This design comes from an exercise in tuning for small area on the open sky130 flow, not from production work. The RTL was checked by simulation tests, not by an equivalence proof against the original design. No activity file was given, so power comes from the tool's default toggle rates.

==> run a: inputs <==
## stopWatch
module stopWatch(
seg, an,
sel, adj, rst, pause, clk
    );
==> module stopWatch, before the edit <==
module stopWatch(
seg, an,
sel, adj, rst, pause, clk
    );
    input sel;
    input adj;
    input rst;
    input pause;
    input clk;
    output [6:0] seg;
    output [3:0] an;
    reg [1:0] a;    
    reg [2:0] b;    
    reg [1:0] p;
    reg [4:0] g;
    reg [1:0] H;
    reg       started;
    reg       blank;
    reg       pend;
    reg [3:0] so;
    reg [2:0] st;
    reg [3:0] mo;
    reg [2:0] mt;
    wire b4     = b[2] & ~b[1];
    wire scan   = a[1] & ~a[0] & b4;       
    wire tick_r = ~a[1] & a[0] & b4;       
    wire p3     = (p == 2'd3);
    wire g24    = (g == 5'd24);
    wire q99    = g24 & p3;                
    wire qT     = q99 & (H != 2'd3);
    wire q199   = (H == 2'd1);
    wire ev     = tick_r & qT & ~pause & (adj ? ~q199 : q199);
    wire sec_f  = ~adj | sel;
    wire so9    = (so == 4'd9);
    wire carry_s = ev & so9 & sec_f;
    wire min_inc = ev & (adj ? ~sel : (so9 & st == 3'd5));
    wire [1:0] npos = p + 2'd1;
    wire blink = ((g > 5'd12) | (g == 5'd12 & p != 2'd0)) & ~q99;
    always @(posedge clk) begin
        if (rst) begin
            a <= 2'b11;
            b <= 3'b000;
            p <= 2'd3;
            g <= 5'd24;
            H <= 2'd3;
            started <= 1'b0;
            blank <= 1'b1;
            pend <= 1'b0;
            so <= 4'd0;
            st <= 3'd0;
            mo <= 4'd0;
            mt <= 3'd0;
        end else begin
            a <= {a[0], ~a[1]};
            b <= {b[1:0], ~b[2] & ~b[1]};
            if (scan) begin
                p <= npos;
                if (p3) begin
                    g <= g24 ? 5'd0 : g + 5'd1;
                    if (g24)
                        H <= H + 2'd1;
                end
                started <= 1'b1;
                blank <= adj & (sel == npos[1]) & ~blink;
                if (pend)
                    so <= so9 ? 4'd0 : so + 4'd1;
            end
            if (tick_r)
                pend <= ev & sec_f;
            if (carry_s)
                st <= (st == 3'd5) ? 3'd0 : st + 3'd1;
            if (min_inc) begin
                mo <= (mo == 4'd9) ? 4'd0 : mo + 4'd1;
                if (mo == 4'd9)
                    mt <= (mt == 3'd5) ? 3'd0 : mt + 3'd1;
            end
        end
    end
    reg [3:0] digit;
    always @(*) begin
        case (p)
            2'd0: digit = {1'b0, mt};
            2'd1: digit = mo;
            2'd2: digit = {1'b0, st};
            default: digit = so;
        endcase
    end
    reg [6:0] dec;
    always @(*) begin
        case (digit)
            4'd0: dec = 7'b1000000;
            4'd1: dec = 7'b1111001;
            4'd2: dec = 7'b0100100;
            4'd3: dec = 7'b0110000;
            4'd4: dec = 7'b0011001;
            4'd5: dec = 7'b0010010;
            4'd6: dec = 7'b0000010;
            4'd7: dec = 7'b1111000;
            4'd8: dec = 7'b0000000;
            default: dec = 7'b0010000;
        endcase
    end
    assign seg = blank ? 7'b1111111 : dec;
    assign an = started ? ~(4'b1000 >> p) : 4'b1111;
endmodule
==> flow/config.mk <==
export PLATFORM = sky130hd
export DESIGN_NAME = stopWatch
export DESIGN_NICKNAME = stopWatch
export VERILOG_FILES = /design/flow/design.v
export SDC_FILE = /design/flow/constraint.sdc
export NUM_CORES = 4
export LEC_CHECK = 0
export CAP_MARGIN = 20
export CORE_MARGIN = 2
export CORE_UTILIZATION = 40
export SLEW_MARGIN = 20
==> flow/constraint.sdc <==
create_clock -name core_clock -period 10.0 [get_ports {clk}]
set_input_delay 2.0000 -clock core_clock [delete_from_list [all_inputs] [get_ports {clk}]]
set_output_delay 2.0000 -clock core_clock [all_outputs]
set_load 0.01 [all_outputs]
standard.sh (not shown) runs the stock make flow with config.mk's settings and CLKGATE_MAP_FILE= SYNTH_SCRIPT=/design/flow/synth_recipe.tcl, a recipe that flattens the netlist after the stock synthesis.
==> flow/flow/run.sh <==
#!/bin/bash
# Standard ORFS layout with area-oriented choices:
#  - synthesis: the standard flow's script unchanged except that ABC maps with an area
#    script (flow/area.abc) and Yosys's adder extraction is off;
#  - port buffers: the smallest buffer (buf_1);
#  - CTS: small clock buffers, no dummy loads.
set -euo pipefail
W=$PWD
sed "s#log_cmd abc {\*}\$abc_args#log_cmd abc -script $W/flow/area.abc {*}[lrange \$abc_args 2 end]#" \
    $FLOW_HOME/scripts/synth.tcl > $W/synth_area.tcl
grep -q "flow/area.abc" $W/synth_area.tcl
sed "s#\$::env(SCRIPTS_DIR)/synth.tcl#$W/synth_area.tcl#" synth_recipe.tcl > $W/synth_recipe_area.tcl
grep -q "synth_area.tcl" $W/synth_recipe_area.tcl
sed "s#SYNTH_SCRIPT=[^ ]*#SYNTH_SCRIPT=$W/synth_recipe_area.tcl#" standard.sh > $W/standard_area.sh
grep -q "synth_recipe_area.tcl" $W/standard_area.sh
bash $W/standard_area.sh ADDER_MAP_FILE= \
    "BUFFER_PORTS_ARGS=-buffer_cell sky130_fd_sc_hd__buf_1" \
    "CTS_ARGS=-sink_clustering_enable -repair_clock_nets -dont_use_dummy_load -buf_list sky130_fd_sc_hd__clkbuf_4 -root_buf sky130_fd_sc_hd__clkbuf_4" \
    finish > $W/flow_make.log 2>&1
==> flow/flow/area.abc <==
strash
dch -f
amap
strash
dch -f
amap
==> run b (differences from run a) <==
--- a/flow/design.v
+++ b/flow/design.v
@@ -12,7 +12,4 @@
     output [3:0] an;
-    reg [1:0] a;    
-    reg [2:0] b;    
-    reg [1:0] p;
-    reg [4:0] g;
-    reg [1:0] H;
+    reg [4:0] r;
+    reg [8:0] q;
     reg       started;
@@ -24,10 +21,6 @@
     reg [2:0] mt;
-    wire b4     = b[2] & ~b[1];
-    wire scan   = a[1] & ~a[0] & b4;       
-    wire tick_r = ~a[1] & a[0] & b4;       
-    wire p3     = (p == 2'd3);
-    wire g24    = (g == 5'd24);
-    wire q99    = g24 & p3;                
-    wire qT     = q99 & (H != 2'd3);
-    wire q199   = (H == 2'd1);
+    wire scan   = (r == 5'd19);
+    wire tick_r = (r == 5'd9);
+    wire q199   = (q == 9'd199);
+    wire qT     = q199 | (q == 9'd99) | (q == 9'd299);
     wire ev     = tick_r & qT & ~pause & (adj ? ~q199 : q199);
@@ -37,11 +30,9 @@
     wire min_inc = ev & (adj ? ~sel : (so9 & st == 3'd5));
-    wire [1:0] npos = p + 2'd1;
-    wire blink = ((g > 5'd12) | (g == 5'd12 & p != 2'd0)) & ~q99;
-    always @(posedge clk) begin
+    wire [1:0] npos = q[1:0] + 2'd1;
+    wire blink = ((q >= 9'd49) && (q < 9'd99)) || ((q >= 9'd149) && (q < 9'd199)) ||
+                 ((q >= 9'd249) && (q < 9'd299)) || ((q >= 9'd349) && (q < 9'd399));
+    always @(posedge clk or posedge rst) begin
         if (rst) begin
-            a <= 2'b11;
-            b <= 3'b000;
-            p <= 2'd3;
-            g <= 5'd24;
-            H <= 2'd3;
+            r <= 5'd10;
+            q <= 9'd399;
             started <= 1'b0;
@@ -54,11 +45,5 @@
         end else begin
-            a <= {a[0], ~a[1]};
-            b <= {b[1:0], ~b[2] & ~b[1]};
+            r <= scan ? 5'd0 : r + 5'd1;
             if (scan) begin
-                p <= npos;
-                if (p3) begin
-                    g <= g24 ? 5'd0 : g + 5'd1;
-                    if (g24)
-                        H <= H + 2'd1;
-                end
+                q <= (q == 9'd399) ? 9'd0 : q + 9'd1;
                 started <= 1'b1;
@@ -81,3 +66,3 @@
     always @(*) begin
-        case (p)
+        case (q[1:0])
             2'd0: digit = {1'b0, mt};
@@ -104,3 +89,3 @@
     assign seg = blank ? 7'b1111111 : dec;
-    assign an = started ? ~(4'b1000 >> p) : 4'b1111;
+    assign an = started ? ~(4'b1000 >> q[1:0]) : 4'b1111;
 endmodule
==> flow/run.sh (new file) <==
#!/bin/bash
# synth_recipe.tcl (not shown) runs the flow's synth.tcl, then flattens the netlist and writes it again
# the make line also repeats each setting of config.mk as NAME=value (left out here)
make -C /OpenROAD-flow-scripts/flow DESIGN_CONFIG=/design/flow/config.mk WORK_HOME=/design/flow/orfs CLKGATE_MAP_FILE= SYNTH_SCRIPT=/design/flow/synth_recipe.tcl finish
removed: flow/flow/run.sh
removed: flow/flow/area.abc
removed: flow/standard.sh
==> run c (differences from run a) <==
--- a/flow/flow/run.sh
+++ b/flow/flow/run.sh
@@ -17,3 +17,3 @@
     "BUFFER_PORTS_ARGS=-buffer_cell sky130_fd_sc_hd__buf_1" \
-    "CTS_ARGS=-sink_clustering_enable -repair_clock_nets -dont_use_dummy_load -buf_list sky130_fd_sc_hd__clkbuf_4 -root_buf sky130_fd_sc_hd__clkbuf_4" \
+    "CTS_ARGS=-sink_clustering_enable -repair_clock_nets -dont_use_dummy_load -buf_list sky130_fd_sc_hd__clkbuf_4 sky130_fd_sc_hd__clkbuf_8 -root_buf sky130_fd_sc_hd__clkbuf_8" \
     finish > $W/flow_make.log 2>&1
==> notes <==
Run a finished with timing, DRC and antenna clean. Run b completed with no timing, DRC or antenna violations. Run c failed in 4_1_cts, error STA-0564.
Against run b, the via count of run a is smaller by 19%.
First-iteration DRC count: run b is larger than run a (78%).
Of run a and run b, run b has the higher clock power (gap about 44%, measured against run b).
In sequential power, run a and run b hardly differ.


==> inputs of 11-19 <==
==> flow/design.v <==
`timescale 1ns / 1ps
module stopWatch(
seg, an,
sel, adj, rst, pause, clk
    );
    input sel;
    input adj;
    input rst;
    input pause;
    input clk;
    output [6:0] seg;
    output [3:0] an;
    reg [1:0] a;    
    reg [2:0] b;    
    reg [1:0] p;
    reg [4:0] g;
    reg [1:0] H;
    reg       blank;
    reg       pend;
    reg [3:0] so;
    reg [2:0] st;
    reg [3:0] mo;
    reg [2:0] mt;
    wire b4     = b[2] & ~b[1];
    wire scan   = a[1] & ~a[0] & b4;       
    wire tick_r = ~a[1] & a[0] & b4;       
    wire p3     = p[1] & p[0];
    wire g24    = g[4] & g[3];             
    wire ns     = g24 & g[0];              
    wire q99    = g24 & p3;                
    wire qT     = q99 & ~(H[1] & H[0]);
    wire q199   = ~H[1] & H[0];
    wire ev     = tick_r & qT & ~pause & (adj ? ~q199 : q199);
    wire sec_f  = ~adj | sel;
    wire so9    = so[3] & so[0];
    wire st5    = st[2] & st[0];
    wire mo9    = mo[3] & mo[0];
    wire e_so   = scan & pend;
    wire e_st   = ev & so9 & sec_f;
    wire e_mo   = ev & (adj ? ~sel : (so9 & st5));
    wire e_mt   = e_mo & mo9;
    wire [1:0] npos = {p[1] ^ p[0], ~p[0]};
    wire g_ge13 = g[4] | (g[3] & g[2] & (g[1] | g[0]));
    wire g12    = ~g[4] & g[3] & g[2] & ~g[1] & ~g[0];
    wire blink  = (g_ge13 | (g12 & (p[1] | p[0]))) & ~q99;
    always @(posedge clk) begin
        if (rst) begin
            a <= 2'b11;
            b <= 3'b000;
            p <= 2'd3;
            g <= 5'd31;
            H <= 2'd3;
            blank <= 1'b1;
            pend <= 1'b0;
            so <= 4'd0;
            st <= 3'd0;
            mo <= 4'd0;
            mt <= 3'd0;
        end else begin
            a <= {a[0], ~a[1]};
            b <= {b[1:0], ~b[2] & ~b[1]};
            if (scan) begin
                p <= npos;
                if (p3) begin
                    g[0] <= ~g24 & ~g[0];
                    g[1] <= ~g24 & (g[1] ^ g[0]);
                    g[2] <= ~g24 & (g[2] ^ (g[1] & g[0]));
                    g[3] <= ~g24 & (g[3] ^ (g[2] & g[1] & g[0]));
                    g[4] <= ~g24 & (g[4] | (g[3] & g[2] & g[1] & g[0]));
                    if (g24)
                        H <= {H[1] ^ H[0], ~H[0]};
                end
                blank <= adj & (sel == npos[1]) & ~blink;
            end
            if (tick_r)
                pend <= ev & sec_f;
            so[0] <= so[0] ^ e_so;
            so[1] <= so[1] ^ (e_so & so[0] & ~so[3]);
            so[2] <= so[2] ^ (e_so & so[0] & so[1]);
            so[3] <= (so[3] & ~(e_so & so[0])) | (e_so & so[0] & so[1] & so[2]);
            st[0] <= st[0] ^ e_st;
            st[1] <= st[1] ^ (e_st & st[0] & ~st[2]);
            st[2] <= st[2] ^ (e_st & st[0] & (st[1] | st[2]));
            mo[0] <= mo[0] ^ e_mo;
            mo[1] <= mo[1] ^ (e_mo & mo[0] & ~mo[3]);
            mo[2] <= mo[2] ^ (e_mo & mo[0] & mo[1]);
            mo[3] <= (mo[3] & ~(e_mo & mo[0])) | (e_mo & mo[0] & mo[1] & mo[2]);
            mt[0] <= mt[0] ^ e_mt;
            mt[1] <= mt[1] ^ (e_mt & mt[0] & ~mt[2]);
            mt[2] <= mt[2] ^ (e_mt & mt[0] & (mt[1] | mt[2]));
        end
    end
    wire s0 = ~p[1] & ~p[0];
    wire s1 = ~p[1] &  p[0];
    wire s2 =  p[1] & ~p[0];
    wire s3 =  p[1] &  p[0];
    wire d0 = (s0 & mt[0]) | (s1 & mo[0]) | (s2 & st[0]) | (s3 & so[0]);
    wire d1 = (s0 & mt[1]) | (s1 & mo[1]) | (s2 & st[1]) | (s3 & so[1]);
    wire d2 = (s0 & mt[2]) | (s1 & mo[2]) | (s2 & st[2]) | (s3 & so[2]);
    wire d3 = (s1 & mo[3]) | (s3 & so[3]);
    wire t1 = ~d3 & ~d2 & ~d1 & d0;        
    wire t4 = d2 & ~d1 & ~d0;              
    wire t7 = d2 & d1 & d0;                
    wire a_off = t1 | t4;                  
    wire b_off = d2 & (d1 ^ d0);           
    wire c_off = ~d2 & d1 & ~d0;           
    wire d_off = t1 | t4 | t7;             
    wire e_off = d0 | (d2 & ~d1);          
    wire f_off = (~d3 & ~d2 & (d1 | d0)) | (d1 & d0);   
    wire g_off = (~d3 & ~d2 & ~d1) | t7;   
    assign seg = {7{blank}} | {g_off, f_off, e_off, d_off, c_off, b_off, a_off};
    assign an = ~({s0, s1, s2, s3} & {4{~ns}});
endmodule
==> flow/flow/run.sh <==
#!/bin/bash
# Layout flow: the standard ORFS flow (standard.sh) with area-oriented choices.
#  - Synthesis is the standard flow's synthesis script unchanged except for the ABC step: the
#    combinational logic is mapped with an area-oriented ABC script, and Yosys's
#    adder extraction (ADDER_MAP_FILE) is off. The registers come out of the
#    steps before ABC, so they are the standard synthesis's registers. Several
#    ABC scripts (flow/abc*.abc) are tried; the one giving the least cell area
#    is used for the layout.
#  - Port buffers use the smallest buffer (buf_1).
#  - CTS uses small clock buffers and no dummy loads.
# Each tool's output goes to a log file in this folder.
set -euo pipefail
W=$PWD

make_scripts() {  # $1 = tag, $2 = abc script, $3 = work home
  sed "s#log_cmd abc {\*}\$abc_args#log_cmd abc -script $2 {*}[lrange \$abc_args 2 end]#" \
      $FLOW_HOME/scripts/synth.tcl > $W/synth_$1.tcl
  grep -q "$2" $W/synth_$1.tcl
  sed "s#\$::env(SCRIPTS_DIR)/synth.tcl#$W/synth_$1.tcl#" $W/synth_recipe.tcl > $W/synth_recipe_$1.tcl
  grep -q "synth_$1.tcl" $W/synth_recipe_$1.tcl
  sed -e "s#SYNTH_SCRIPT=[^ ]*#SYNTH_SCRIPT=$W/synth_recipe_$1.tcl#" \
      -e "s#WORK_HOME=[^ ]*#WORK_HOME=$3#" $W/standard.sh > $W/standard_$1.sh
  grep -q "synth_recipe_$1.tcl" $W/standard_$1.sh
}

# 1. try the ABC scripts
tags=()
for f in $W/flow/abc*.abc; do
  t=$(basename $f .abc)
  tags+=($t)
  make_scripts $t $f $W/try_$t
  (bash $W/standard_$t.sh ADDER_MAP_FILE= synth > $W/synth_try_$t.log 2>&1 || true) &
done
wait
best=""; best_area=""
for t in "${tags[@]}"; do
  stat=$W/try_$t/reports/$FLOW_PLATFORM/stopWatch/base/synth_stat.txt
  net=$W/try_$t/results/$FLOW_PLATFORM/stopWatch/base/1_2_yosys.v
  [[ -f $stat && -f $net ]] || continue
  a=$(awk '/Chip area/ {print $NF}' $stat | tail -1)
  # every register must carry its RTL name (as the standard synthesis names it)
  anon=$(grep -o 'sky130_fd_sc_hd__df[a-z]*_[0-9]* [^ ]*' $net | grep -vc '\$_' || true)
  echo "abc script $t: area $a, unnamed registers $anon" | tee -a $W/choice.log
  [[ "$anon" == "0" ]] || continue
  if [[ -z "$best" ]] || awk "BEGIN{exit !($a < $best_area)}"; then best=$t; best_area=$a; fi
done
[[ -n "$best" ]]
echo "chosen: $best ($best_area)" | tee -a $W/choice.log

# 2. the layout, with the chosen script
make_scripts main $W/flow/$best.abc $W/orfs
bash $W/standard_main.sh ADDER_MAP_FILE= \
    "BUFFER_PORTS_ARGS=-buffer_cell sky130_fd_sc_hd__buf_1" \
    "CTS_ARGS=-sink_clustering_enable -repair_clock_nets -dont_use_dummy_load -buf_list sky130_fd_sc_hd__clkbuf_4 -root_buf sky130_fd_sc_hd__clkbuf_4" \
    finish > $W/flow_make.log 2>&1
rm -rf $W/try_*
==> flow/flow/abc1.abc <==
strash; dc2; amap
==> flow/flow/abc2.abc <==
strash; dc2; dch -f; amap -m
==> flow/flow/abc3.abc <==
strash; dc2; dch; amap
==> flow/flow/abc4.abc <==
strash; dch -f; amap
==> flow/flow/abc5.abc <==
strash; dch -f; amap; strash; dch -f; amap
==> flow/flow/abc6.abc <==
strash; &get -n; &st; &dch -f; &nf -a; &put; strash; dch -f; amap
==> flow/standard.sh <==
#!/bin/bash
# synth_recipe.tcl (not shown) runs the flow's synth.tcl, then flattens the netlist and writes it again
# the make line also repeats each setting of config.mk as NAME=value (left out here)
make -C /OpenROAD-flow-scripts/flow DESIGN_CONFIG=/design/flow/config.mk WORK_HOME=/design/flow/orfs CLKGATE_MAP_FILE= SYNTH_SCRIPT=/design/flow/synth_recipe.tcl "${@:-finish}"
==> flow/config.mk <==
export PLATFORM = sky130hd
export DESIGN_NAME = stopWatch
export DESIGN_NICKNAME = stopWatch
export VERILOG_FILES = /design/flow/design.v
export SDC_FILE = /design/flow/constraint.sdc
export NUM_CORES = 4
export LEC_CHECK = 0
export CAP_MARGIN = 20
export CORE_MARGIN = 2
export CORE_UTILIZATION = 40
export SLEW_MARGIN = 20
==> flow/constraint.sdc <==
create_clock -name core_clock -period 10.0 [get_ports {clk}]
set_input_delay 2.0000 -clock core_clock [delete_from_list [all_inputs] [get_ports {clk}]]
set_output_delay 2.0000 -clock core_clock [all_outputs]
set_load 0.01 [all_outputs]
==> inputs of 06-17, as changes to 11-19 <==
CORE_UTILIZATION = 70   (was 40)
==> impl_metrics.toml <==
[status]
status = "timing/DRC/antenna clean"

[final_layout]
area_share_nonclk_buffers = 0.0386

[sta]
slew_headroom = 0.492
min_period_ns = 4.21

[place]
gp_congestion = 0.810

[power_and_ir_drop]
switching_share = 0.230

[routing]
wl_met1_um = 1310
That was 11-19.
==> impl_metrics.toml <==
[status]
status = "timing/DRC/antenna clean"

[power_and_ir_drop]
clkPwrFrac = 0.308
switching_share = 0.234

[sta]
slew_headroom = 0.409
min_period_ns = 4.24

[place]
gp_congestion = 0.890

[final_layout]
area_share_nonclk_buffers = 0.0392

[routing]
wl_met1_um = 1200
That was 06-17.

-- static timing again, ports no longer ideal --
How much do the figures lean on ideal ports? The routed layouts below were timed once more, with nothing changed but the port constraints.
Step 1, drivers: a clkbuf_16 drives clk and a buf_2 each remaining input, both assumed.
Step 2, shift: input delay + t, output delay - t, t = (earliest + latest rising clock arrival at the registers) / 2. This alone moves slack from input paths to output paths.
a / b / c = ideal / step 1 / step 2; a / b = the first two.
run | t (ns) | setup WS [ns] | worst setup path at the end | worst data-port slew with drivers (ns) | pins driven straight from the clock port
run a | 0.348 | 5.594 / 5.572 / 5.920 | register to output | 0.03 | 1
run b | 0.302 | 4.806 / 4.779 / 5.081 | register to output | 0.03 | 1
11-19 | 0.336 | 5.785 / 5.763 / 6.099 | register to output | 0.03 | 1
06-17 | 0.337 | 5.762 / 5.742 / 6.079 | register to output | 0.03 | 1
After both steps setup and hold are still met in every run listed.
